This design comes from an exercise in tuning for small area and a short achievable clock period on the open sky130 flow, not from production work. Function was checked by simulation only, so behaviour that the tests miss may differ from the original. In this run the design's own scripts or RTL, not TritonCTS, make the clock network. The clock input has no modelled driver; a real chip could not lean on it and would need a root buffer or a full tree. No activity file was given, so power comes from the tool's default toggle rates.

File: design/flow/config.mk
export PLATFORM = sky130hd
export DESIGN_NAME = BC_FIR
export DESIGN_NICKNAME = BC_FIR
export VERILOG_FILES = /design/flow/design.v
export SDC_FILE = /design/flow/constraint.sdc
export NUM_CORES = 4
export LEC_CHECK = 0
export CAP_MARGIN = 20
export CORE_MARGIN = 2
export CORE_UTILIZATION = 65
export PLACE_DENSITY = 0.75
export SLEW_MARGIN = 20
export SYNTH_HIERARCHICAL = 1
export SYNTH_MINIMUM_KEEP_SIZE = 0
File: design/flow/constraint.sdc
create_clock -name core_clock -period 16.0 [get_ports {clock_s}]
set_input_delay 3.2000 -clock core_clock [delete_from_list [all_inputs] [get_ports {clock_s}]]
set_output_delay 3.2000 -clock core_clock [all_outputs]
set_load 0.01 [all_outputs]
File: design/flow/design.v
module BC_FIR(
    input  [12:0] in,
    input         clock_s,
    output [12:0] out
);
    reg [11:0] d0;
    reg [11:0] d1;
    reg [11:0] d2;
    reg [11:0] d3;
    reg [11:0] d4;
    reg [11:0] d5;
    reg [11:0] d6;
    reg [11:0] d7;
    reg [11:0] d8;
    reg [11:0] d9;
    reg [11:0] d10;
    reg [11:0] d11;
    reg [11:0] d12;
    reg [11:0] d13;
    reg [11:0] d14;
    reg [11:0] d15;
    reg [11:0] d16;
    reg [11:0] d17;
    reg [11:0] d18;
    reg [11:0] d19;
    reg [11:0] d20;
    reg [11:0] d21;
    reg [11:0] d22;
    reg [11:0] d23;
    reg [11:0] d24;
    reg [11:0] d25;
    reg [11:0] d26;
    reg [11:0] d27;
    reg [11:0] d28;
    reg [11:0] d29;
    reg [11:0] d30;
    reg r2_0;
    reg r2_1;
    reg r2_2;
    reg r2_3;
    reg r2_4;
    reg r2_5;
    reg r2_6;
    reg r2_7;
    reg r2_8;
    reg r2_9;
    reg r2_10;
    reg r2_11;
    reg r2_12;
    reg r2_13;
    reg r1_0;
    reg r1_1;
    reg r1_2;
    reg r1_3;
    reg r1_4;
    reg r1_5;
    reg r1_6;
    reg r1_7;
    reg r1_8;
    reg r1_9;
    reg r1_10;
    reg r1_11;
    reg r1_12;
    reg r1_13;
    reg r1_14;
    reg r1_15;
    reg [12:0] y;
    wire w1;
    wire w2;
    wire w3;
    wire w4;
    wire w5;
    wire w6;
    wire w7;
    wire w8;
    wire w9;
    wire w10;
    wire w11;
    wire w12;
    wire w13;
    wire w14;
    wire w15;
    wire w16;
    wire w17;
    wire w18;
    wire w19;
    wire w20;
    wire w21;
    wire w22;
    wire w23;
    wire w24;
    wire w25;
    wire w26;
    wire w27;
    wire w28;
    wire w29;
    wire w30;
    wire w31;
    wire w32;
    wire w33;
    wire w34;
    wire w35;
    wire w36;
    wire w37;
    wire w38;
    wire w39;
    wire w40;
    wire w41;
    wire w42;
    wire w43;
    wire w44;
    wire w45;
    wire w46;
    wire w47;
    wire w48;
    wire w49;
    wire w50;
    wire w51;
    wire w52;
    wire w53;
    wire w54;
    wire w55;
    wire w56;
    wire w57;
    wire w58;
    wire w59;
    wire w60;
    wire w61;
    wire w62;
    wire w63;
    wire w64;
    wire w65;
    wire w66;
    wire w67;
    wire w68;
    wire w69;
    wire w70;
    wire w71;
    wire w72;
    wire w73;
    wire w74;
    wire w75;
    wire w76;
    wire w77;
    wire w78;
    wire w79;
    wire w80;
    wire w81;
    wire w82;
    wire w83;
    wire w84;
    wire w85;
    wire w86;
    wire w87;
    wire w88;
    wire w89;
    wire w90;
    wire w91;
    wire w92;
    wire w93;
    wire w94;
    wire w95;
    wire w96;
    wire w97;
    wire w98;
    wire w99;
    wire w100;
    wire w101;
    wire w102;
    wire w103;
    wire w104;
    wire w105;
    wire w106;
    wire w107;
    wire w108;
    wire w109;
    wire w110;
    wire w111;
    wire w112;
    wire w113;
    wire w114;
    wire w115;
    wire w116;
    wire w117;
    wire w118;
    wire w119;
    wire w120;
    wire w121;
    wire w122;
    wire w123;
    wire w124;
    wire w125;
    wire w126;
    wire w127;
    wire w128;
    wire w129;
    wire w130;
    wire w131;
    wire w132;
    wire w133;
    wire w134;
    wire w135;
    wire w136;
    wire w137;
    wire w138;
    wire w139;
    wire w140;
    wire w141;
    wire w142;
    wire w143;
    wire w144;
    wire w145;
    wire w146;
    wire w147;
    wire w148;
    wire w149;
    wire w150;
    wire w151;
    wire w152;
    wire w153;
    wire w154;
    wire w155;
    wire w156;
    wire w157;
    wire w158;
    wire w159;
    wire w160;
    wire w161;
    wire w162;
    wire w163;
    wire w164;
    wire w165;
    wire w166;
    wire w167;
    wire w168;
    wire w169;
    wire w170;
    wire w171;
    wire w172;
    wire w173;
    wire w174;
    wire w175;
    wire w176;
    wire w177;
    wire w178;
    wire w179;
    wire w180;
    wire w181;
    wire w182;
    wire w183;
    wire w184;
    wire w185;
    wire w186;
    wire w187;
    wire w188;
    wire w189;
    wire w190;
    wire w191;
    wire w192;
    wire w193;
    wire w194;
    wire w195;
    wire w196;
    wire w197;
    wire w198;
    wire w199;
    wire w200;
    wire w201;
    wire w202;
    wire w203;
    wire w204;
    wire w205;
    wire w206;
    wire w207;
    wire w208;
    wire w209;
    wire w210;
    wire w211;
    wire w212;
    wire w213;
    wire w214;
    wire w215;
    wire w216;
    wire w217;
    wire w218;
    wire w219;
    wire w220;
    wire w221;
    wire w222;
    wire w223;
    wire w224;
    wire w225;
    wire w226;
    wire w227;
    wire w228;
    wire w229;
    wire w230;
    wire w231;
    wire w232;
    wire w233;
    wire w234;
    wire w235;
    wire w236;
    wire w237;
    wire w238;
    wire w239;
    wire w240;
    wire w241;
    wire w242;
    wire w243;
    wire w244;
    wire w245;
    wire w246;
    wire w247;
    wire w248;
    wire w249;
    wire w250;
    wire w251;
    wire w252;
    wire w253;
    wire w254;
    wire w255;
    wire w256;
    wire w257;
    wire w258;
    wire w259;
    wire w260;
    wire w261;
    wire w262;
    wire w263;
    wire w264;
    wire w265;
    wire w266;
    wire w267;
    wire w268;
    wire w269;
    wire w270;
    wire w271;
    wire w272;
    wire w273;
    wire w274;
    wire w275;
    wire w276;
    wire w277;
    wire w278;
    wire w279;
    wire w280;
    wire w281;
    wire w282;
    wire w283;
    wire w284;
    wire w285;
    wire w286;
    wire w287;
    wire w288;
    wire w289;
    wire w290;
    wire w291;
    wire w292;
    wire w293;
    wire w294;
    wire w295;
    wire w296;
    wire w297;
    wire w298;
    wire w299;
    wire w300;
    wire w301;
    wire w302;
    wire w303;
    wire w304;
    wire w305;
    wire w306;
    wire w307;
    wire w308;
    wire w309;
    wire w310;
    wire w311;
    wire w312;
    wire w313;
    wire w314;
    wire w315;
    wire w316;
    wire w317;
    wire w318;
    wire w319;
    wire w320;
    wire w321;
    wire w322;
    wire w323;
    wire w324;
    wire w325;
    wire w326;
    wire w327;
    wire w328;
    wire w329;
    wire w330;
    wire w331;
    wire w332;
    wire w333;
    wire w334;
    wire w335;
    wire w336;
    wire w337;
    wire w338;
    wire w339;
    wire w340;
    wire w341;
    wire w342;
    wire w343;
    wire w344;
    wire w345;
    wire w346;
    wire w347;
    wire w348;
    wire w349;
    wire w350;
    wire w351;
    wire w352;
    wire w353;
    wire w354;
    wire w355;
    wire w356;
    wire w357;
    wire w358;
    wire w359;
    wire w360;
    wire w361;
    wire w362;
    wire w363;
    wire w364;
    wire w365;
    wire w366;
    wire w367;
    wire w368;
    wire w369;
    wire w370;
    wire w371;
    wire w372;
    wire w373;
    wire w374;
    wire w375;
    wire w376;
    wire w377;
    wire w378;
    wire w379;
    wire w380;
    wire w381;
    wire w382;
    wire w383;
    wire w384;
    wire w385;
    wire w386;
    wire w387;
    wire w388;
    wire w389;
    wire w390;
    wire w391;
    wire w392;
    wire w393;
    wire w394;
    wire w395;
    wire w396;
    wire w397;
    wire w398;
    wire w399;
    wire w400;
    wire w401;
    wire w402;
    wire w403;
    wire w404;
    wire w405;
    wire w406;
    wire w407;
    wire w408;
    wire w409;
    wire w410;
    wire w411;
    wire w412;
    wire w413;
    wire w414;
    wire w415;
    wire w416;
    wire w417;
    wire w418;
    wire w419;
    wire w420;
    wire w421;
    wire w422;
    wire w423;
    wire w424;
    wire w425;
    wire w426;
    wire w427;
    wire w428;
    wire w429;
    wire w430;
    wire w431;
    wire w432;
    wire w433;
    wire w434;
    wire w435;
    wire w436;
    wire w437;
    wire w438;
    wire w439;
    wire w440;
    wire w441;
    wire w442;
    wire w443;
    wire w444;
    wire w445;
    wire w446;
    wire w447;
    wire w448;
    wire w449;
    wire w450;
    wire w451;
    wire w452;
    wire w453;
    wire w454;
    wire w455;
    wire w456;
    wire w457;
    wire w458;
    wire w459;
    wire w460;
    wire w461;
    wire w462;
    wire w463;
    wire w464;
    wire w465;
    wire w466;
    wire w467;
    wire w468;
    wire w469;
    wire w470;
    wire w471;
    wire w472;
    wire w473;
    wire w474;
    wire w475;
    wire w476;
    wire w477;
    wire w478;
    wire w479;
    wire w480;
    wire w481;
    wire w482;
    wire w483;
    wire w484;
    wire w485;
    wire w486;
    wire w487;
    wire w488;
    wire w489;
    wire w490;
    wire w491;
    wire w492;
    wire w493;
    wire w494;
    wire w495;
    wire w496;
    wire w497;
    wire w498;
    wire w499;
    wire w500;
    wire w501;
    wire w502;
    wire w503;
    wire w504;
    wire w505;
    wire w506;
    wire w507;
    wire w508;
    wire w509;
    wire w510;
    wire w511;
    wire w512;
    wire w513;
    wire w514;
    wire w515;
    wire w516;
    wire w517;
    wire w518;
    wire w519;
    wire w520;
    wire w521;
    wire w522;
    wire w523;
    wire w524;
    wire w525;
    wire w526;
    wire w527;
    wire w528;
    wire w529;
    wire w530;
    wire w531;
    wire w532;
    wire w533;
    wire w534;
    wire w535;
    wire w536;
    wire w537;
    wire w538;
    wire w539;
    wire w540;
    wire w541;
    wire w542;
    wire w543;
    wire w544;
    wire w545;
    wire w546;
    wire w547;
    wire w548;
    wire w549;
    wire w550;
    wire w551;
    wire w552;
    wire w553;
    wire w554;
    wire w555;
    wire w556;
    wire w557;
    wire w558;
    wire w559;
    wire w560;
    wire w561;
    wire w562;
    wire w563;
    wire w564;
    wire w565;
    wire w566;
    wire w567;
    wire w568;
    wire w569;
    wire w570;
    wire w571;
    wire w572;
    wire w573;
    wire w574;
    wire w575;
    wire w576;
    wire w577;
    wire w578;
    wire w579;
    wire w580;
    wire w581;
    wire w582;
    wire w583;
    wire w584;
    wire w585;
    wire w586;
    wire w587;
    wire w588;
    wire w589;
    wire w590;
    wire w591;
    wire w592;
    wire w593;
    wire w594;
    wire w595;
    wire w596;
    wire w597;
    wire w598;
    wire w599;
    wire w600;
    wire w601;
    wire w602;
    wire w603;
    wire w604;
    wire w605;
    wire w606;
    wire w607;
    wire w608;
    wire w609;
    wire w610;
    wire w611;
    wire w612;
    wire w613;
    wire w614;
    wire w615;
    wire w616;
    wire w617;
    wire w618;
    wire w619;
    wire w620;
    ha1 u1 (.a(d2[0]), .b(d30[0]), .s(w1), .co(w2));
    fa1 u2 (.a(d6[0]), .b(d26[0]), .c(d2[1]), .s(w3), .co(w4));
    fa1 u3 (.a(d30[1]), .b(w2), .c(w3), .s(w5), .co(w6));
    fa1 u4 (.a(d6[1]), .b(d26[1]), .c(d2[0]), .s(w7), .co(w8));
    fa1 u5 (.a(d2[2]), .b(d30[0]), .c(d30[2]), .s(w9), .co(w10));
    fa1 u6 (.a(w4), .b(w7), .c(w9), .s(w11), .co(w12));
    ha1 u7 (.a(w6), .b(w11), .s(w13), .co(w14));
    fa1 u8 (.a(d6[2]), .b(d26[2]), .c(d2[1]), .s(w15), .co(w16));
    fa1 u9 (.a(d2[3]), .b(d30[1]), .c(d30[3]), .s(w17), .co(w18));
    fa1 u10 (.a(w8), .b(w10), .c(w15), .s(w19), .co(w20));
    fa1 u11 (.a(w17), .b(w12), .c(w19), .s(w21), .co(w22));
    ha1 u12 (.a(w14), .b(w21), .s(w23), .co(w24));
    fa1 u13 (.a(d6[3]), .b(d26[3]), .c(d2[0]), .s(w25), .co(w26));
    fa1 u14 (.a(d2[2]), .b(d2[4]), .c(d30[0]), .s(w27), .co(w28));
    fa1 u15 (.a(d30[2]), .b(d30[4]), .c(w16), .s(w29), .co(w30));
    fa1 u16 (.a(w18), .b(w25), .c(w27), .s(w31), .co(w32));
    fa1 u17 (.a(w29), .b(w20), .c(w31), .s(w33), .co(w34));
    fa1 u18 (.a(w22), .b(w33), .c(w24), .s(w35), .co(w36));
    fa1 u19 (.a(d6[4]), .b(d26[4]), .c(d2[1]), .s(w37), .co(w38));
    fa1 u20 (.a(d2[3]), .b(d2[5]), .c(d30[1]), .s(w39), .co(w40));
    fa1 u21 (.a(d30[3]), .b(d30[5]), .c(w26), .s(w41), .co(w42));
    fa1 u22 (.a(w28), .b(w37), .c(w39), .s(w43), .co(w44));
    fa1 u23 (.a(w30), .b(w41), .c(w32), .s(w45), .co(w46));
    fa1 u24 (.a(w43), .b(w34), .c(w45), .s(w47), .co(w48));
    ha1 u25 (.a(w47), .b(w36), .s(w49), .co(w50));
    fa1 u26 (.a(d6[5]), .b(d26[5]), .c(d2[2]), .s(w51), .co(w52));
    fa1 u27 (.a(d2[4]), .b(d2[6]), .c(d30[2]), .s(w53), .co(w54));
    fa1 u28 (.a(d30[4]), .b(d30[6]), .c(w38), .s(w55), .co(w56));
    fa1 u29 (.a(w40), .b(w51), .c(w53), .s(w57), .co(w58));
    fa1 u30 (.a(w42), .b(w55), .c(w44), .s(w59), .co(w60));
    fa1 u31 (.a(w57), .b(w46), .c(w59), .s(w61), .co(w62));
    fa1 u32 (.a(w48), .b(w61), .c(w50), .s(w63), .co(w64));
    fa1 u33 (.a(d6[6]), .b(d26[6]), .c(d2[3]), .s(w65), .co(w66));
    fa1 u34 (.a(d2[5]), .b(d2[7]), .c(d30[3]), .s(w67), .co(w68));
    fa1 u35 (.a(d30[5]), .b(d30[7]), .c(w52), .s(w69), .co(w70));
    fa1 u36 (.a(w54), .b(w65), .c(w67), .s(w71), .co(w72));
    fa1 u37 (.a(w56), .b(w69), .c(w58), .s(w73), .co(w74));
    fa1 u38 (.a(w71), .b(w60), .c(w73), .s(w75), .co(w76));
    fa1 u39 (.a(w62), .b(w75), .c(w64), .s(w77), .co(w78));
    fa1 u40 (.a(d6[7]), .b(d10[0]), .c(d22[0]), .s(w79), .co(w80));
    fa1 u41 (.a(d26[7]), .b(d2[4]), .c(d2[6]), .s(w81), .co(w82));
    fa1 u42 (.a(d2[8]), .b(d30[4]), .c(d30[6]), .s(w83), .co(w84));
    fa1 u43 (.a(d30[8]), .b(w79), .c(w66), .s(w85), .co(w86));
    fa1 u44 (.a(w68), .b(w81), .c(w83), .s(w87), .co(w88));
    fa1 u45 (.a(w70), .b(w85), .c(w72), .s(w89), .co(w90));
    fa1 u46 (.a(w87), .b(w74), .c(w89), .s(w91), .co(w92));
    ha1 u47 (.a(w76), .b(w91), .s(w93), .co(w94));
    ha1 u48 (.a(w93), .b(w78), .s(w95), .co(w96));
    fa1 u49 (.a(d6[8]), .b(d10[1]), .c(d22[1]), .s(w97), .co(w98));
    fa1 u50 (.a(d26[8]), .b(d2[5]), .c(d2[7]), .s(w99), .co(w100));
    fa1 u51 (.a(d2[9]), .b(d30[5]), .c(d30[7]), .s(w101), .co(w102));
    fa1 u52 (.a(d30[9]), .b(w80), .c(w97), .s(w103), .co(w104));
    fa1 u53 (.a(w82), .b(w84), .c(w99), .s(w105), .co(w106));
    fa1 u54 (.a(w101), .b(w86), .c(w103), .s(w107), .co(w108));
    fa1 u55 (.a(w88), .b(w105), .c(w90), .s(w109), .co(w110));
    fa1 u56 (.a(w107), .b(w92), .c(w109), .s(w111), .co(w112));
    ha1 u57 (.a(w94), .b(w111), .s(w113), .co(w114));
    fa1 u58 (.a(d6[9]), .b(d10[2]), .c(d14[0]), .s(w115), .co(w116));
    fa1 u59 (.a(d22[2]), .b(d26[9]), .c(d18[0]), .s(w117), .co(w118));
    fa1 u60 (.a(d2[6]), .b(d2[8]), .c(d2[10]), .s(w119), .co(w120));
    fa1 u61 (.a(d30[6]), .b(d30[8]), .c(d30[10]), .s(w121), .co(w122));
    fa1 u62 (.a(w98), .b(w115), .c(w117), .s(w123), .co(w124));
    fa1 u63 (.a(w100), .b(w102), .c(w119), .s(w125), .co(w126));
    fa1 u64 (.a(w121), .b(w104), .c(w123), .s(w127), .co(w128));
    fa1 u65 (.a(w106), .b(w125), .c(w108), .s(w129), .co(w130));
    fa1 u66 (.a(w127), .b(w110), .c(w129), .s(w131), .co(w132));
    fa1 u67 (.a(w112), .b(w131), .c(w114), .s(w133), .co(w134));
    fa1 u68 (.a(d6[10]), .b(d10[3]), .c(d14[1]), .s(w135), .co(w136));
    fa1 u69 (.a(d22[3]), .b(d26[10]), .c(d18[1]), .s(w137), .co(w138));
    fa1 u70 (.a(d2[7]), .b(d2[9]), .c(d2[11]), .s(w139), .co(w140));
    fa1 u71 (.a(d30[7]), .b(d30[9]), .c(d30[11]), .s(w141), .co(w142));
    fa1 u72 (.a(w116), .b(w118), .c(w135), .s(w143), .co(w144));
    fa1 u73 (.a(w137), .b(w120), .c(w122), .s(w145), .co(w146));
    fa1 u74 (.a(w139), .b(w141), .c(w124), .s(w147), .co(w148));
    fa1 u75 (.a(w143), .b(w126), .c(w145), .s(w149), .co(w150));
    fa1 u76 (.a(w128), .b(w147), .c(w149), .s(w151), .co(w152));
    fa1 u77 (.a(w130), .b(w151), .c(w132), .s(w153), .co(w154));
    ha1 u78 (.a(w153), .b(w134), .s(w155), .co(w156));
    x2 u79 (.a(d6[11]), .b(d10[4]), .y(w157));
    x2 u80 (.a(d14[2]), .b(d22[4]), .y(w158));
    x2 u81 (.a(d26[11]), .b(d16[0]), .y(w159));
    x2 u82 (.a(d18[2]), .b(d2[0]), .y(w160));
    x2 u83 (.a(d2[8]), .b(d2[10]), .y(w161));
    x2 u84 (.a(d30[0]), .b(d30[8]), .y(w162));
    x2 u85 (.a(d30[10]), .b(w157), .y(w163));
    x2 u86 (.a(w158), .b(w159), .y(w164));
    x2 u87 (.a(w160), .b(w161), .y(w165));
    x2 u88 (.a(w162), .b(w163), .y(w166));
    x2 u89 (.a(w164), .b(w136), .y(w167));
    x2 u90 (.a(w138), .b(w165), .y(w168));
    x2 u91 (.a(w140), .b(w142), .y(w169));
    x2 u92 (.a(w166), .b(w167), .y(w170));
    x2 u93 (.a(w168), .b(w169), .y(w171));
    x2 u94 (.a(w170), .b(w144), .y(w172));
    x2 u95 (.a(w171), .b(w146), .y(w173));
    x2 u96 (.a(w172), .b(w173), .y(w174));
    x2 u97 (.a(w148), .b(w174), .y(w175));
    x2 u98 (.a(w150), .b(w175), .y(w176));
    x2 u99 (.a(w176), .b(w152), .y(w177));
    x2 u100 (.a(w177), .b(w154), .y(w178));
    x2 u101 (.a(w178), .b(w156), .y(w179));
    assign w180 = ~r2_0;
    assign w181 = ~r2_1;
    assign w182 = ~r2_2;
    assign w183 = ~r2_3;
    assign w184 = ~r2_4;
    assign w185 = ~r2_5;
    assign w186 = ~r2_6;
    assign w187 = ~r2_7;
    assign w188 = ~r2_8;
    assign w189 = ~r2_9;
    assign w190 = ~r2_10;
    assign w191 = ~r2_11;
    assign w192 = ~r2_12;
    assign w193 = ~r2_13;
    fa1 u102 (.a(d15[0]), .b(d17[0]), .c(d19[0]), .s(w194), .co(w195));
    fa1 u103 (.a(w180), .b(d11[0]), .c(w194), .s(w196), .co(w197));
    fa1 u104 (.a(d15[1]), .b(d17[1]), .c(d19[1]), .s(w198), .co(w199));
    fa1 u105 (.a(w181), .b(d11[0]), .c(d11[1]), .s(w200), .co(w201));
    fa1 u106 (.a(d23[0]), .b(w195), .c(w198), .s(w202), .co(w203));
    fa1 u107 (.a(w200), .b(w197), .c(w202), .s(w204), .co(w205));
    fa1 u108 (.a(d15[2]), .b(d17[2]), .c(d19[2]), .s(w206), .co(w207));
    fa1 u109 (.a(w182), .b(d11[1]), .c(d11[2]), .s(w208), .co(w209));
    fa1 u110 (.a(d23[1]), .b(w199), .c(w201), .s(w210), .co(w211));
    fa1 u111 (.a(w206), .b(w208), .c(w203), .s(w212), .co(w213));
    fa1 u112 (.a(w210), .b(w205), .c(w212), .s(w214), .co(w215));
    fa1 u113 (.a(d15[3]), .b(d17[3]), .c(d19[3]), .s(w216), .co(w217));
    fa1 u114 (.a(w183), .b(d11[2]), .c(d11[3]), .s(w218), .co(w219));
    fa1 u115 (.a(d23[2]), .b(w207), .c(w209), .s(w220), .co(w221));
    fa1 u116 (.a(w216), .b(w218), .c(w211), .s(w222), .co(w223));
    fa1 u117 (.a(w220), .b(w213), .c(w222), .s(w224), .co(w225));
    ha1 u118 (.a(w215), .b(w224), .s(w226), .co(w227));
    fa1 u119 (.a(d15[0]), .b(d15[4]), .c(d17[4]), .s(w228), .co(w229));
    fa1 u120 (.a(d19[4]), .b(d27[0]), .c(w184), .s(w230), .co(w231));
    fa1 u121 (.a(d11[3]), .b(d11[4]), .c(d23[0]), .s(w232), .co(w233));
    fa1 u122 (.a(d23[3]), .b(w217), .c(w219), .s(w234), .co(w235));
    fa1 u123 (.a(w228), .b(w230), .c(w232), .s(w236), .co(w237));
    fa1 u124 (.a(w221), .b(w234), .c(w236), .s(w238), .co(w239));
    fa1 u125 (.a(w223), .b(w238), .c(w225), .s(w240), .co(w241));
    ha1 u126 (.a(w227), .b(w240), .s(w242), .co(w243));
    fa1 u127 (.a(d15[1]), .b(d15[5]), .c(d17[5]), .s(w244), .co(w245));
    fa1 u128 (.a(d19[5]), .b(d27[1]), .c(w185), .s(w246), .co(w247));
    fa1 u129 (.a(d11[4]), .b(d11[5]), .c(d23[1]), .s(w248), .co(w249));
    fa1 u130 (.a(d23[4]), .b(w229), .c(w231), .s(w250), .co(w251));
    fa1 u131 (.a(w233), .b(w244), .c(w246), .s(w252), .co(w253));
    fa1 u132 (.a(w248), .b(w235), .c(w237), .s(w254), .co(w255));
    fa1 u133 (.a(w250), .b(w252), .c(w239), .s(w256), .co(w257));
    fa1 u134 (.a(w254), .b(w256), .c(w241), .s(w258), .co(w259));
    ha1 u135 (.a(w243), .b(w258), .s(w260), .co(w261));
    fa1 u136 (.a(d7[0]), .b(d15[2]), .c(d15[6]), .s(w262), .co(w263));
    fa1 u137 (.a(d17[6]), .b(d19[0]), .c(d19[6]), .s(w264), .co(w265));
    fa1 u138 (.a(d27[0]), .b(d27[2]), .c(w186), .s(w266), .co(w267));
    fa1 u139 (.a(d11[5]), .b(d11[6]), .c(d23[2]), .s(w268), .co(w269));
    fa1 u140 (.a(d23[5]), .b(w245), .c(w247), .s(w270), .co(w271));
    fa1 u141 (.a(w249), .b(w262), .c(w264), .s(w272), .co(w273));
    fa1 u142 (.a(w266), .b(w268), .c(w251), .s(w274), .co(w275));
    fa1 u143 (.a(w253), .b(w270), .c(w272), .s(w276), .co(w277));
    fa1 u144 (.a(w255), .b(w274), .c(w276), .s(w278), .co(w279));
    fa1 u145 (.a(w257), .b(w278), .c(w259), .s(w280), .co(w281));
    ha1 u146 (.a(w261), .b(w280), .s(w282), .co(w283));
    fa1 u147 (.a(d7[1]), .b(d15[3]), .c(d15[7]), .s(w284), .co(w285));
    fa1 u148 (.a(d17[7]), .b(d19[1]), .c(d19[7]), .s(w286), .co(w287));
    fa1 u149 (.a(d27[1]), .b(d27[3]), .c(w187), .s(w288), .co(w289));
    fa1 u150 (.a(d11[6]), .b(d11[7]), .c(d23[3]), .s(w290), .co(w291));
    fa1 u151 (.a(d23[6]), .b(w263), .c(w265), .s(w292), .co(w293));
    fa1 u152 (.a(w267), .b(w269), .c(w284), .s(w294), .co(w295));
    fa1 u153 (.a(w286), .b(w288), .c(w290), .s(w296), .co(w297));
    fa1 u154 (.a(w271), .b(w273), .c(w292), .s(w298), .co(w299));
    fa1 u155 (.a(w294), .b(w296), .c(w275), .s(w300), .co(w301));
    fa1 u156 (.a(w277), .b(w298), .c(w300), .s(w302), .co(w303));
    fa1 u157 (.a(w279), .b(w302), .c(w281), .s(w304), .co(w305));
    fa1 u158 (.a(d7[2]), .b(d15[4]), .c(d15[8]), .s(w306), .co(w307));
    fa1 u159 (.a(d17[8]), .b(d19[2]), .c(d19[8]), .s(w308), .co(w309));
    fa1 u160 (.a(d27[2]), .b(d27[4]), .c(w188), .s(w310), .co(w311));
    fa1 u161 (.a(d11[7]), .b(d11[8]), .c(d23[4]), .s(w312), .co(w313));
    fa1 u162 (.a(d23[7]), .b(w285), .c(w287), .s(w314), .co(w315));
    fa1 u163 (.a(w289), .b(w291), .c(w306), .s(w316), .co(w317));
    fa1 u164 (.a(w308), .b(w310), .c(w312), .s(w318), .co(w319));
    fa1 u165 (.a(w293), .b(w295), .c(w297), .s(w320), .co(w321));
    fa1 u166 (.a(w314), .b(w316), .c(w318), .s(w322), .co(w323));
    fa1 u167 (.a(w299), .b(w320), .c(w322), .s(w324), .co(w325));
    fa1 u168 (.a(w301), .b(w324), .c(w303), .s(w326), .co(w327));
    fa1 u169 (.a(d7[3]), .b(d15[5]), .c(d15[9]), .s(w328), .co(w329));
    fa1 u170 (.a(d17[9]), .b(d19[3]), .c(d19[9]), .s(w330), .co(w331));
    fa1 u171 (.a(d27[3]), .b(d27[5]), .c(w189), .s(w332), .co(w333));
    fa1 u172 (.a(w190), .b(d11[8]), .c(d11[9]), .s(w334), .co(w335));
    fa1 u173 (.a(d23[5]), .b(d23[8]), .c(w307), .s(w336), .co(w337));
    fa1 u174 (.a(w309), .b(w311), .c(w313), .s(w338), .co(w339));
    fa1 u175 (.a(w328), .b(w330), .c(w332), .s(w340), .co(w341));
    fa1 u176 (.a(w334), .b(w315), .c(w336), .s(w342), .co(w343));
    fa1 u177 (.a(w317), .b(w319), .c(w338), .s(w344), .co(w345));
    fa1 u178 (.a(w340), .b(w321), .c(w342), .s(w346), .co(w347));
    fa1 u179 (.a(w323), .b(w344), .c(w325), .s(w348), .co(w349));
    fa1 u180 (.a(w346), .b(w348), .c(w327), .s(w350), .co(w351));
    fa1 u181 (.a(d7[4]), .b(d15[6]), .c(d15[10]), .s(w352), .co(w353));
    fa1 u182 (.a(d17[10]), .b(d19[4]), .c(d19[10]), .s(w354), .co(w355));
    fa1 u183 (.a(d27[4]), .b(d27[6]), .c(w191), .s(w356), .co(w357));
    fa1 u184 (.a(d11[9]), .b(d11[10]), .c(d23[6]), .s(w358), .co(w359));
    fa1 u185 (.a(d23[9]), .b(w329), .c(w331), .s(w360), .co(w361));
    fa1 u186 (.a(w333), .b(w335), .c(w352), .s(w362), .co(w363));
    fa1 u187 (.a(w354), .b(w356), .c(w358), .s(w364), .co(w365));
    fa1 u188 (.a(w337), .b(w339), .c(w341), .s(w366), .co(w367));
    fa1 u189 (.a(w360), .b(w362), .c(w364), .s(w368), .co(w369));
    fa1 u190 (.a(w343), .b(w345), .c(w366), .s(w370), .co(w371));
    fa1 u191 (.a(w368), .b(w347), .c(w370), .s(w372), .co(w373));
    fa1 u192 (.a(w349), .b(w372), .c(w351), .s(w374), .co(w375));
    fa1 u193 (.a(d7[5]), .b(d15[7]), .c(d15[11]), .s(w376), .co(w377));
    fa1 u194 (.a(d17[0]), .b(d17[11]), .c(d19[5]), .s(w378), .co(w379));
    fa1 u195 (.a(d19[11]), .b(d27[5]), .c(d27[7]), .s(w380), .co(w381));
    fa1 u196 (.a(w192), .b(d11[10]), .c(d11[11]), .s(w382), .co(w383));
    fa1 u197 (.a(d23[7]), .b(d23[10]), .c(w353), .s(w384), .co(w385));
    fa1 u198 (.a(w355), .b(w357), .c(w359), .s(w386), .co(w387));
    fa1 u199 (.a(w376), .b(w378), .c(w380), .s(w388), .co(w389));
    fa1 u200 (.a(w382), .b(w361), .c(w384), .s(w390), .co(w391));
    fa1 u201 (.a(w363), .b(w365), .c(w386), .s(w392), .co(w393));
    fa1 u202 (.a(w388), .b(w367), .c(w390), .s(w394), .co(w395));
    fa1 u203 (.a(w369), .b(w392), .c(w371), .s(w396), .co(w397));
    fa1 u204 (.a(w394), .b(w373), .c(w396), .s(w398), .co(w399));
    x2 u205 (.a(d7[6]), .b(d15[8]), .y(w400));
    x2 u206 (.a(d17[1]), .b(d19[6]), .y(w401));
    x2 u207 (.a(d27[6]), .b(d27[8]), .y(w402));
    x2 u208 (.a(w193), .b(d11[0]), .y(w403));
    x2 u209 (.a(d11[11]), .b(d23[0]), .y(w404));
    x2 u210 (.a(d23[8]), .b(d23[11]), .y(w405));
    x2 u211 (.a(w400), .b(w401), .y(w406));
    x2 u212 (.a(w402), .b(w403), .y(w407));
    x2 u213 (.a(w404), .b(w405), .y(w408));
    x2 u214 (.a(w406), .b(w407), .y(w409));
    x2 u215 (.a(w408), .b(w377), .y(w410));
    x2 u216 (.a(w379), .b(w381), .y(w411));
    x2 u217 (.a(w383), .b(w409), .y(w412));
    x2 u218 (.a(w410), .b(w411), .y(w413));
    x2 u219 (.a(w412), .b(w413), .y(w414));
    x2 u220 (.a(w385), .b(w387), .y(w415));
    x2 u221 (.a(w389), .b(w414), .y(w416));
    x2 u222 (.a(w415), .b(w416), .y(w417));
    x2 u223 (.a(w391), .b(w393), .y(w418));
    x2 u224 (.a(w417), .b(w418), .y(w419));
    x2 u225 (.a(w395), .b(w419), .y(w420));
    x2 u226 (.a(w420), .b(w397), .y(w421));
    x2 u227 (.a(w421), .b(w399), .y(w422));
    fa1 u228 (.a(r1_0), .b(d24[0]), .c(d0[0]), .s(w423), .co(w424));
    xn1 u229 (.a(r1_1), .b(d24[1]), .y(w425));
    or1 u230 (.a(r1_1), .b(d24[1]), .y(w426));
    fa1 u231 (.a(d0[0]), .b(d0[1]), .c(d18[0]), .s(w427), .co(w428));
    fa1 u232 (.a(w425), .b(w424), .c(w427), .s(w429), .co(w430));
    xn1 u233 (.a(r1_2), .b(d24[2]), .y(w431));
    or1 u234 (.a(r1_2), .b(d24[2]), .y(w432));
    fa1 u235 (.a(d0[1]), .b(d0[2]), .c(d18[1]), .s(w433), .co(w434));
    fa1 u236 (.a(w426), .b(w431), .c(w428), .s(w435), .co(w436));
    fa1 u237 (.a(w433), .b(w430), .c(w435), .s(w437), .co(w438));
    fa1 u238 (.a(r1_3), .b(d24[3]), .c(d0[2]), .s(w439), .co(w440));
    fa1 u239 (.a(d0[3]), .b(d18[2]), .c(w432), .s(w441), .co(w442));
    fa1 u240 (.a(w434), .b(w439), .c(w441), .s(w443), .co(w444));
    fa1 u241 (.a(w436), .b(w443), .c(w438), .s(w445), .co(w446));
    fa1 u242 (.a(r1_4), .b(d8[0]), .c(d12[0]), .s(w447), .co(w448));
    fa1 u243 (.a(d20[0]), .b(d24[4]), .c(d0[3]), .s(w449), .co(w450));
    fa1 u244 (.a(d0[4]), .b(d18[3]), .c(w440), .s(w451), .co(w452));
    fa1 u245 (.a(w447), .b(w449), .c(w442), .s(w453), .co(w454));
    fa1 u246 (.a(w451), .b(w444), .c(w453), .s(w455), .co(w456));
    ha1 u247 (.a(w455), .b(w446), .s(w457), .co(w458));
    xn1 u248 (.a(r1_5), .b(d8[1]), .y(w459));
    or1 u249 (.a(r1_5), .b(d8[1]), .y(w460));
    fa1 u250 (.a(d12[1]), .b(d20[1]), .c(d24[5]), .s(w461), .co(w462));
    fa1 u251 (.a(d0[4]), .b(d0[5]), .c(d18[4]), .s(w463), .co(w464));
    fa1 u252 (.a(w459), .b(w448), .c(w450), .s(w465), .co(w466));
    fa1 u253 (.a(w461), .b(w463), .c(w452), .s(w467), .co(w468));
    fa1 u254 (.a(w465), .b(w454), .c(w467), .s(w469), .co(w470));
    fa1 u255 (.a(w456), .b(w469), .c(w458), .s(w471), .co(w472));
    fa1 u256 (.a(r1_6), .b(d8[2]), .c(d12[2]), .s(w473), .co(w474));
    fa1 u257 (.a(d20[2]), .b(d24[6]), .c(d0[5]), .s(w475), .co(w476));
    fa1 u258 (.a(d0[6]), .b(d16[0]), .c(d18[5]), .s(w477), .co(w478));
    fa1 u259 (.a(w460), .b(w462), .c(w464), .s(w479), .co(w480));
    fa1 u260 (.a(w473), .b(w475), .c(w477), .s(w481), .co(w482));
    fa1 u261 (.a(w466), .b(w479), .c(w481), .s(w483), .co(w484));
    fa1 u262 (.a(w468), .b(w483), .c(w470), .s(w485), .co(w486));
    xn1 u263 (.a(r1_7), .b(r1_8), .y(w487));
    or1 u264 (.a(r1_7), .b(r1_8), .y(w488));
    fa1 u265 (.a(d8[3]), .b(d12[3]), .c(d20[3]), .s(w489), .co(w490));
    fa1 u266 (.a(d24[7]), .b(d0[6]), .c(d0[7]), .s(w491), .co(w492));
    fa1 u267 (.a(d16[1]), .b(d18[6]), .c(w487), .s(w493), .co(w494));
    fa1 u268 (.a(w474), .b(w476), .c(w478), .s(w495), .co(w496));
    fa1 u269 (.a(w489), .b(w491), .c(w493), .s(w497), .co(w498));
    fa1 u270 (.a(w480), .b(w482), .c(w495), .s(w499), .co(w500));
    fa1 u271 (.a(w497), .b(w484), .c(w499), .s(w501), .co(w502));
    fa1 u272 (.a(r1_9), .b(r1_10), .c(d8[4]), .s(w503), .co(w504));
    fa1 u273 (.a(d12[4]), .b(d20[4]), .c(d24[8]), .s(w505), .co(w506));
    fa1 u274 (.a(d0[7]), .b(d0[8]), .c(d16[2]), .s(w507), .co(w508));
    fa1 u275 (.a(d18[7]), .b(w488), .c(w490), .s(w509), .co(w510));
    fa1 u276 (.a(w492), .b(w503), .c(w505), .s(w511), .co(w512));
    fa1 u277 (.a(w507), .b(w494), .c(w496), .s(w513), .co(w514));
    fa1 u278 (.a(w509), .b(w511), .c(w498), .s(w515), .co(w516));
    fa1 u279 (.a(w513), .b(w500), .c(w515), .s(w517), .co(w518));
    fa1 u280 (.a(r1_11), .b(d8[5]), .c(d12[5]), .s(w519), .co(w520));
    fa1 u281 (.a(d20[5]), .b(d24[9]), .c(d0[8]), .s(w521), .co(w522));
    fa1 u282 (.a(d0[9]), .b(d16[3]), .c(d18[0]), .s(w523), .co(w524));
    fa1 u283 (.a(d18[8]), .b(w504), .c(w506), .s(w525), .co(w526));
    fa1 u284 (.a(w508), .b(w519), .c(w521), .s(w527), .co(w528));
    fa1 u285 (.a(w523), .b(w510), .c(w512), .s(w529), .co(w530));
    fa1 u286 (.a(w525), .b(w527), .c(w514), .s(w531), .co(w532));
    fa1 u287 (.a(w529), .b(w516), .c(w531), .s(w533), .co(w534));
    fa1 u288 (.a(r1_12), .b(d8[6]), .c(d12[6]), .s(w535), .co(w536));
    fa1 u289 (.a(d20[6]), .b(d24[10]), .c(d0[9]), .s(w537), .co(w538));
    fa1 u290 (.a(d0[10]), .b(d16[4]), .c(d18[1]), .s(w539), .co(w540));
    fa1 u291 (.a(d18[9]), .b(w520), .c(w522), .s(w541), .co(w542));
    fa1 u292 (.a(w524), .b(w535), .c(w537), .s(w543), .co(w544));
    fa1 u293 (.a(w539), .b(w526), .c(w528), .s(w545), .co(w546));
    fa1 u294 (.a(w541), .b(w543), .c(w530), .s(w547), .co(w548));
    fa1 u295 (.a(w545), .b(w532), .c(w547), .s(w549), .co(w550));
    fa1 u296 (.a(r1_13), .b(r1_14), .c(d8[7]), .s(w551), .co(w552));
    fa1 u297 (.a(d12[7]), .b(d20[7]), .c(d24[11]), .s(w553), .co(w554));
    fa1 u298 (.a(d0[10]), .b(d0[11]), .c(d16[5]), .s(w555), .co(w556));
    fa1 u299 (.a(d18[2]), .b(d18[10]), .c(w536), .s(w557), .co(w558));
    fa1 u300 (.a(w538), .b(w540), .c(w551), .s(w559), .co(w560));
    fa1 u301 (.a(w553), .b(w555), .c(w542), .s(w561), .co(w562));
    fa1 u302 (.a(w557), .b(w544), .c(w559), .s(w563), .co(w564));
    fa1 u303 (.a(w546), .b(w561), .c(w563), .s(w565), .co(w566));
    ha1 u304 (.a(w548), .b(w565), .s(w567), .co(w568));
    x2 u305 (.a(r1_15), .b(d8[8]), .y(w569));
    x2 u306 (.a(d12[8]), .b(d20[8]), .y(w570));
    x2 u307 (.a(d0[11]), .b(d16[6]), .y(w571));
    x2 u308 (.a(d18[3]), .b(d18[11]), .y(w572));
    x2 u309 (.a(w569), .b(w570), .y(w573));
    x2 u310 (.a(w571), .b(w572), .y(w574));
    x2 u311 (.a(w573), .b(w552), .y(w575));
    x2 u312 (.a(w554), .b(w574), .y(w576));
    x2 u313 (.a(w556), .b(w575), .y(w577));
    x2 u314 (.a(w576), .b(w577), .y(w578));
    x2 u315 (.a(w558), .b(w560), .y(w579));
    x2 u316 (.a(w578), .b(w579), .y(w580));
    x2 u317 (.a(w562), .b(w580), .y(w581));
    x2 u318 (.a(w564), .b(w581), .y(w582));
    x2 u319 (.a(w582), .b(w566), .y(w583));
    ha1 u320 (.a(w485), .b(w472), .s(w584), .co(w585));
    ha1 u321 (.a(w501), .b(w486), .s(w586), .co(w587));
    ha1 u322 (.a(w502), .b(w517), .s(w588), .co(w589));
    ha1 u323 (.a(w518), .b(w533), .s(w590), .co(w591));
    ha1 u324 (.a(w534), .b(w549), .s(w592), .co(w593));
    ha1 u325 (.a(w550), .b(w567), .s(w594), .co(w595));
    x2 u326 (.a(w583), .b(w568), .y(w596));
    an1 u327 (.a(w445), .b(w437), .y(w597));
    an1 u328 (.a(w471), .b(w457), .y(w598));
    an1 u329 (.a(w584), .b(w598), .y(w599));
    x2 u330 (.a(w586), .b(w585), .y(w600));
    ao1 u331 (.a(w587), .b(w586), .c(w585), .y(w601));
    an1 u332 (.a(w586), .b(w584), .y(w602));
    an1 u333 (.a(w602), .b(w598), .y(w603));
    x2 u334 (.a(w588), .b(w601), .y(w604));
    ao1 u335 (.a(w589), .b(w588), .c(w601), .y(w605));
    x2 u336 (.a(w590), .b(w605), .y(w606));
    ao1 u337 (.a(w591), .b(w590), .c(w589), .y(w607));
    an1 u338 (.a(w590), .b(w588), .y(w608));
    ao1 u339 (.a(w607), .b(w608), .c(w601), .y(w609));
    x2 u340 (.a(w592), .b(w609), .y(w610));
    ao1 u341 (.a(w593), .b(w592), .c(w607), .y(w611));
    an1 u342 (.a(w592), .b(w608), .y(w612));
    ao1 u343 (.a(w611), .b(w612), .c(w601), .y(w613));
    x2 u344 (.a(w594), .b(w613), .y(w614));
    ao1 u345 (.a(w595), .b(w594), .c(w593), .y(w615));
    an1 u346 (.a(w594), .b(w592), .y(w616));
    ao1 u347 (.a(w615), .b(w616), .c(w607), .y(w617));
    an1 u348 (.a(w616), .b(w608), .y(w618));
    ao1 u349 (.a(w617), .b(w618), .c(w601), .y(w619));
    x2 u350 (.a(w596), .b(w619), .y(w620));
    wire [12:0] ysum = {w620, w614, w610, w606, w604, w600, w584, w471, w457, w445, w437, w429, w423};
    always @(posedge clock_s) begin
        d0 <= in[11:0];
        d1 <= d0;
        d2 <= d1;
        d3 <= d2;
        d4 <= d3;
        d5 <= d4;
        d6 <= d5;
        d7 <= d6;
        d8 <= d7;
        d9 <= d8;
        d10 <= d9;
        d11 <= d10;
        d12 <= d11;
        d13 <= d12;
        d14 <= ~d13;
        d15 <= d14;
        d16 <= d15;
        d17 <= d16;
        d18 <= d17;
        d19 <= d18;
        d20 <= d19;
        d21 <= d20;
        d22 <= ~d21;
        d23 <= d22;
        d24 <= d23;
        d25 <= d24;
        d26 <= d25;
        d27 <= d26;
        d28 <= d27;
        d29 <= d28;
        d30 <= d29;
        r2_0 <= w1;
        r2_1 <= w5;
        r2_2 <= w13;
        r2_3 <= w23;
        r2_4 <= w35;
        r2_5 <= w49;
        r2_6 <= w63;
        r2_7 <= w77;
        r2_8 <= w95;
        r2_9 <= w113;
        r2_10 <= w96;
        r2_11 <= w133;
        r2_12 <= w155;
        r2_13 <= w179;
        r1_0 <= w196;
        r1_1 <= w204;
        r1_2 <= w214;
        r1_3 <= w226;
        r1_4 <= w242;
        r1_5 <= w260;
        r1_6 <= w282;
        r1_7 <= w283;
        r1_8 <= w304;
        r1_9 <= w326;
        r1_10 <= w305;
        r1_11 <= w350;
        r1_12 <= w374;
        r1_13 <= w398;
        r1_14 <= w375;
        r1_15 <= w422;
        y <= ysum;
    end
    assign out = y;
endmodule
module fa1(input a, input b, input c, output s, output co);
    assign {co, s} = a + b + c;
endmodule
module ha1(input a, input b, output s, output co);
    assign {co, s} = a + b;
endmodule
module xn1(input a, input b, output y);
    assign y = ~(a ^ b);
endmodule
module or1(input a, input b, output y);
    assign y = a | b;
endmodule
module x2(input a, input b, output y);
    assign y = a ^ b;
endmodule
module ao1(input a, input b, input c, output y);
    assign y = a | (b & c);
endmodule
module an1(input a, input b, output y);
    assign y = a & b;
endmodule
File: design/flow/flow/run.sh
#!/bin/bash
# Standard ORFS layout (the standard.sh) with two changes:
#  - port buffers made from sky130_fd_sc_hd__buf_2 instead of the default delay-buffer cell;
#  - the clock tree built by flow/cts_hook.tcl (PRE_CTS hook): a balanced two-level
#    buffer tree in place of TritonCTS's deeper tree.
# All tool output goes to standard_flow.log here and to the ORFS logs under orfs/logs.
set -euo pipefail
bash standard.sh "BUFFER_PORTS_ARGS=-buffer_cell sky130_fd_sc_hd__buf_2" \
  "PRE_CTS_TCL=$PWD/flow/cts_hook.tcl" \
  finish > standard_flow.log 2>&1
File: design/flow/flow/cts_hook.tcl
# PRE_CTS hook: builds a two-level clock tree by hand, then makes the flow's
# clock_tree_synthesis call a no-op.
#   clock_s -> NROOT root buffers (clkbuf_16) -> NLEAF leaf buffers (clkbuf_8)
#   -> flip-flop clock pins.
# Flip-flops are split into NLEAF balanced clusters (k-means); each leaf buffer
# sits at its cluster's centre, each root buffer at the centre of its leaves.
# Every flip-flop sees the same two buffer levels.
set ::mct_nleaf 24
set ::mct_nroot 4
set ::mct_leaf sky130_fd_sc_hd__clkbuf_8
set ::mct_root sky130_fd_sc_hd__clkbuf_16

proc mct_kmeans {pts k seed} {
  # balanced k-means (greedy capacity-limited assignment); returns {centres assignment}
  set n [llength $pts]
  set cap [expr {int(ceil(double($n) / $k * 1.15))}]
  expr {srand($seed)}
  set best_cost 1e30
  set best {}
  for {set trial 0} {$trial < 8} {incr trial} {
    # initial centres: random distinct points
    set idx {}
    while {[llength $idx] < $k} {
      set r [expr {int(rand() * $n)}]
      if {[lsearch $idx $r] < 0} { lappend idx $r }
    }
    set cent {}
    foreach i $idx { lappend cent [lindex $pts $i] }
    for {set it 0} {$it < 25} {incr it} {
      set pairs {}
      for {set i 0} {$i < $n} {incr i} {
        lassign [lindex $pts $i] x y
        for {set c 0} {$c < $k} {incr c} {
          lassign [lindex $cent $c] cx cy
          lappend pairs [list [expr {abs($x - $cx) + abs($y - $cy)}] $i $c]
        }
      }
      set pairs [lsort -real -index 0 $pairs]
      set asg [lrepeat $n -1]
      set cnt [lrepeat $k 0]
      foreach p $pairs {
        lassign $p d i c
        if {[lindex $asg $i] < 0 && [lindex $cnt $c] < $cap} {
          lset asg $i $c
          lset cnt $c [expr {[lindex $cnt $c] + 1}]
        }
      }
      set sx [lrepeat $k 0.0]; set sy [lrepeat $k 0.0]
      for {set i 0} {$i < $n} {incr i} {
        set c [lindex $asg $i]
        lassign [lindex $pts $i] x y
        lset sx $c [expr {[lindex $sx $c] + $x}]
        lset sy $c [expr {[lindex $sy $c] + $y}]
      }
      set newc {}
      for {set c 0} {$c < $k} {incr c} {
        set m [lindex $cnt $c]
        if {$m > 0} {
          lappend newc [list [expr {[lindex $sx $c] / $m}] [expr {[lindex $sy $c] / $m}]]
        } else {
          lappend newc [lindex $cent $c]
        }
      }
      set cent $newc
    }
    set cost 0.0
    for {set i 0} {$i < $n} {incr i} {
      lassign [lindex $pts $i] x y
      lassign [lindex $cent [lindex $asg $i]] cx cy
      set cost [expr {$cost + abs($x - $cx) + abs($y - $cy)}]
    }
    if {$cost < $best_cost} {
      set best_cost $cost
      set best [list $cent $asg]
    }
  }
  return $best
}

proc mct_build {} {
  set block [ord::get_db_block]
  set db [ord::get_db]
  set clk [$block findNet clock_s]
  set sinks {}
  set pts {}
  foreach it [$clk getITerms] {
    set inst [$it getInst]
    set bb [$inst getBBox]
    lappend sinks $it
    lappend pts [list [expr {([$bb xMin] + [$bb xMax]) / 2}] [expr {([$bb yMin] + [$bb yMax]) / 2}]]
  }
  puts "manual clock tree: [llength $sinks] clock sinks"
  lassign [mct_kmeans $pts $::mct_nleaf 1] lcent lasg
  lassign [mct_kmeans $lcent $::mct_nroot 2] rcent rasg
  set rootm [$db findMaster $::mct_root]
  set leafm [$db findMaster $::mct_leaf]
  set rnets {}
  for {set r 0} {$r < $::mct_nroot} {incr r} {
    set net [odb::dbNet_create $block clknet_root_$r]
    $net setSigType CLOCK
    set inst [odb::dbInst_create $block $rootm clkbuf_root_$r]
    [$inst findITerm A] connect $clk
    [$inst findITerm X] connect $net
    lassign [lindex $rcent $r] x y
    $inst setLocation [expr {int($x)}] [expr {int($y)}]
    $inst setPlacementStatus PLACED
    lappend rnets $net
  }
  set lnets {}
  for {set l 0} {$l < $::mct_nleaf} {incr l} {
    set net [odb::dbNet_create $block clknet_leaf_$l]
    $net setSigType CLOCK
    set inst [odb::dbInst_create $block $leafm clkbuf_leaf_$l]
    [$inst findITerm A] connect [lindex $rnets [lindex $rasg $l]]
    [$inst findITerm X] connect $net
    lassign [lindex $lcent $l] x y
    $inst setLocation [expr {int($x)}] [expr {int($y)}]
    $inst setPlacementStatus PLACED
    lappend lnets $net
  }
  for {set i 0} {$i < [llength $sinks]} {incr i} {
    set it [lindex $sinks $i]
    $it disconnect
    $it connect [lindex $lnets [lindex $lasg $i]]
  }
  puts "manual clock tree: $::mct_nroot root and $::mct_nleaf leaf buffers"
}

mct_build
rename clock_tree_synthesis mct_unused_clock_tree_synthesis
proc clock_tree_synthesis {args} {
  puts "clock_tree_synthesis skipped: the clock tree was built by the PRE_CTS hook"
}
File: design/flow/standard.sh
#!/bin/bash
# synth_recipe.tcl (not shown) runs the flow's synth.tcl, then flattens the netlist and writes it again
# the make line also repeats each setting of config.mk as NAME=value (left out here)
make -C /OpenROAD-flow-scripts/flow DESIGN_CONFIG=/design/flow/config.mk WORK_HOME=/design/flow/orfs CLKGATE_MAP_FILE= SYNTH_SCRIPT=/design/flow/synth_recipe.tcl "${@:-finish}"
==> notes.md <==
-- cell usage after synthesis --
cell                        n
sky130_fd_sc_hd__a21o_1     9
sky130_fd_sc_hd__and2_1     4
sky130_fd_sc_hd__dfxtp_1  415
sky130_fd_sc_hd__fa_1     236
sky130_fd_sc_hd__ha_1      20
sky130_fd_sc_hd__inv_1     38
sky130_fd_sc_hd__or2_1      4
sky130_fd_sc_hd__xnor2_1    4
sky130_fd_sc_hd__xor2_1    68
-- metal layers --
layer	wire length [microns]	part of all wire, %	vias to the layer above
li1	-	-	2506
met1	10530	41	2983
met2	12880	50	112
met3	1293	5.0	54
met4	1072	4.2	0
met5	0	0	-
-- cell usage in the layout, fill, tap and decap left out, drive strengths merged --
| cell type | instances |
|---|---|
| and2 | 4 |
| or2 | 4 |
| dfxtp | 415 |
| fa | 236 |
| ha | 20 |
| inv | 38 |
| buf | 25 |
| clkbuf | 28 |
| a21o | 9 |
| xnor2 | 4 |
| xor2 | 68 |
-- worst max-delay path: stages, from the launching register on --
cell                      delay [ns]
sky130_fd_sc_hd__dfxtp_1        0.47
sky130_fd_sc_hd__fa_1           0.50
sky130_fd_sc_hd__fa_1           0.39
sky130_fd_sc_hd__fa_1           0.40
sky130_fd_sc_hd__fa_1           0.47
sky130_fd_sc_hd__fa_1           0.40
sky130_fd_sc_hd__fa_1           0.41
sky130_fd_sc_hd__fa_1           0.39
sky130_fd_sc_hd__fa_1           0.49
-- per-module statistics from Yosys (local to each module, per instance) --
| module | flops+latches | cells | copies in the design |
|---|---|---|---|
| fa1 | 0 | 1 | 236 |
| ha1 | 0 | 1 | 20 |
| BC_FIR | 415 | 453 | 1 |
| an1 | 0 | 1 | 4 |
| xn1 | 0 | 1 | 4 |
| ao1 | 0 | 1 | 9 |
| x2 | 0 | 1 | 68 |
| or1 | 0 | 1 | 4 |
-- metrics by stage --
step                utilization [%]  area [sq um]  hold slack [ns]  instances  worst slack [ns]
floorplan                         -         14170           0.3096        798             12.31
global route                  69.75         15080           0.3068       1131             11.90
global placement              67.75         14650           0.3097       1103             12.00
CTS                           69.75         15080           0.3121       1131             11.95
detailed placement            67.75         14650           0.3121       1103             11.95
finish                        69.75         15080           0.3003       1131             11.96
-- report_power, final --
| group | internal [W] | switching [W] |
|---|---|---|
| logic | 0.000810 | 0.000872 |
| registers | 0.00119 | 0.0000690 |
| clock network | 0.000182 | 0.000277 |
-- final timing paths --
path	end	from	slack, ns
setup reg to reg	r1_12	d19[4]	11.96
hold / removal	d4[8]	d3[8]	0.30
hold reg to reg	d4[8]	d3[8]	0.30
setup / recovery	r1_12	d19[4]	11.96
-- cell type report --
cell class              count  area (sq um)
fillers                  1457          6541
well taps                 280         350.3
flip-flops and latches    415          8308
repair buffers             25         125.1
plain buffers              28         430.4
inverters                  38         142.6
multi-input cells         345          5723
-- logic make-up (layout without fill, tap and decap cells) --
logic type,Yosys count,after routing,synth area share [%]
flip-flops,415,415,58.62
adder cells (fa/ha/maj),256,256,35.10
XOR/XNOR,72,72,4.449
buffers and inverters,38,91,1.006
AO/OA/AOI/OAI,9,9,0.4767
AND/OR/NAND/NOR,8,8,0.3531
==> notes.md <==
layout cell share with drive strength beyond 1=6.228%; critical-path maximum fanout=3; flip-flop count of the largest register, all copies and words added=13; post-synthesis sequential element count=415; Relative slew margins=67.11%; Antenna diodes=0; final count of pins violating max slew=0; result of the run=complete, no violations; post-detailed-route DRC marker count=0; Post-CTS Resized=0; clock network latency to the later pin of the worst-skew pair=0.33 ns; die area=23000 sq um; antenna violations before repair=0; GRT Overall Usage=24.42%; number of cells on the worst hold path=0; vertical die dimension=151.7 microns; shortest clock period the worst path allows after layout=4.043 ns; wire length of the first global-routing pass=39.32 mm; register with the most flip-flops=y; final setup vio count=0; remaining antenna violation count=0; Netlist cell types=9; endpoint kind of the worst setup timing path=flip-flop; type of the most critical hold path=reg2reg; critical path arrival=4.21 ns; path type of the worst setup path=reg2reg; highest-utilization routing layer at the global route stage=met2; count of port buffers added during placement=25; detailed-route via count=5655; GR Layer Usage met2=41.71%; warnings from Yosys=7; most area-consuming cells after synthesis=sky130_fd_sc_hd__dfxtp_1 (59%), sky130_fd_sc_hd__fa_1 (33%), sky130_fd_sc_hd__xor2_1 (4.2%), sky130_fd_sc_hd__ha_1 (1.8%), sky130_fd_sc_hd__inv_1 (1.0%); peak ir drop on the vdd network=0.4963 mV; syn avg cell area=17.76 sq um; post-synthesis cell area=14170 sq um; horizontal die dimension=151.7 microns; via count of the first global-routing pass=6555; Starting Density=65.56%; area fraction of the dominant cell type after synthesis=58.62%; via count normalized by instance count=5.000; pin count of the biggest net entering global routing=21; Overflow after GRT=0; Leak Pwr=6.303 nW; area growth from synthesis to layout=6.392%; post-layout net count=1123; nets in the synthesized netlist=1068; row count=54; GRT met1 Usage=33.07%; Final Hold Violating Endpoints=0; worst reg-to-reg path cell count=8; placer's final routability congestion estimate=0.9042; register area share after synthesis=58.62%; Post-Synthesis Cells=798; top achievable clock speed=0.2473 GHz; total power consumption of the routed design=0.003396 W; data required time of the critical path=16.17 ns; Maximum Capacitance Violations=0; Ports=27; HPWL reported at the end of detailed placement=21.26 mm; largest area contributor in the netlist=sky130_fd_sc_hd__dfxtp_1; hold_buf cts=0; Worst Setup Start Kind=flip-flop; 1st-iter DRT viols=237; PD cells=225.2 nW/um^2; unrepaired setup endpoints after global routing=no; average routed wire per standard cell=22.79 microns; slew at the pin closest to its max-slew limit=0.4927 ns; clock slew seen by the registers of the worst setup and hold paths=0.10 ns; total negative slack for setup checks=0 ns; number of iterations in the first detailed-routing pass=4; post-CTS setup buffer count=0; total wirelength of the detailed-routed design=25.77 mm; period utilisation layout=25.27%; GR met3 Demand/Resource=3.084%; post-route clock skew=0.05517 ns; area of the placeable core=21620 sq um

separate check: timing with driven ports:
No port has a modelled driver above. Below, the same layout with a new extraction and two added sets of constraints.
Step 1 sets driving cells, clkbuf_16 on the clock port and buf_2 on the other inputs (assumed; they add their load-dependent delay and slew).
Step 2 also shifts input and output timing later by t, the mid clock arrival at the registers, as if the neighbouring blocks saw the same clock.
Slacks: ideal ports / drivers / drivers and shift; pairs: ideal ports / drivers.
shift t [ns]: 0.411
setup WS [ns]: 11.957 / 11.925 / 11.957
pins driven straight from the clock port: 4
After both steps setup and hold are still met in this run. For this run, drivers alone change the setup slack by -0.032 ns; drivers and shift together by 0.000 ns.
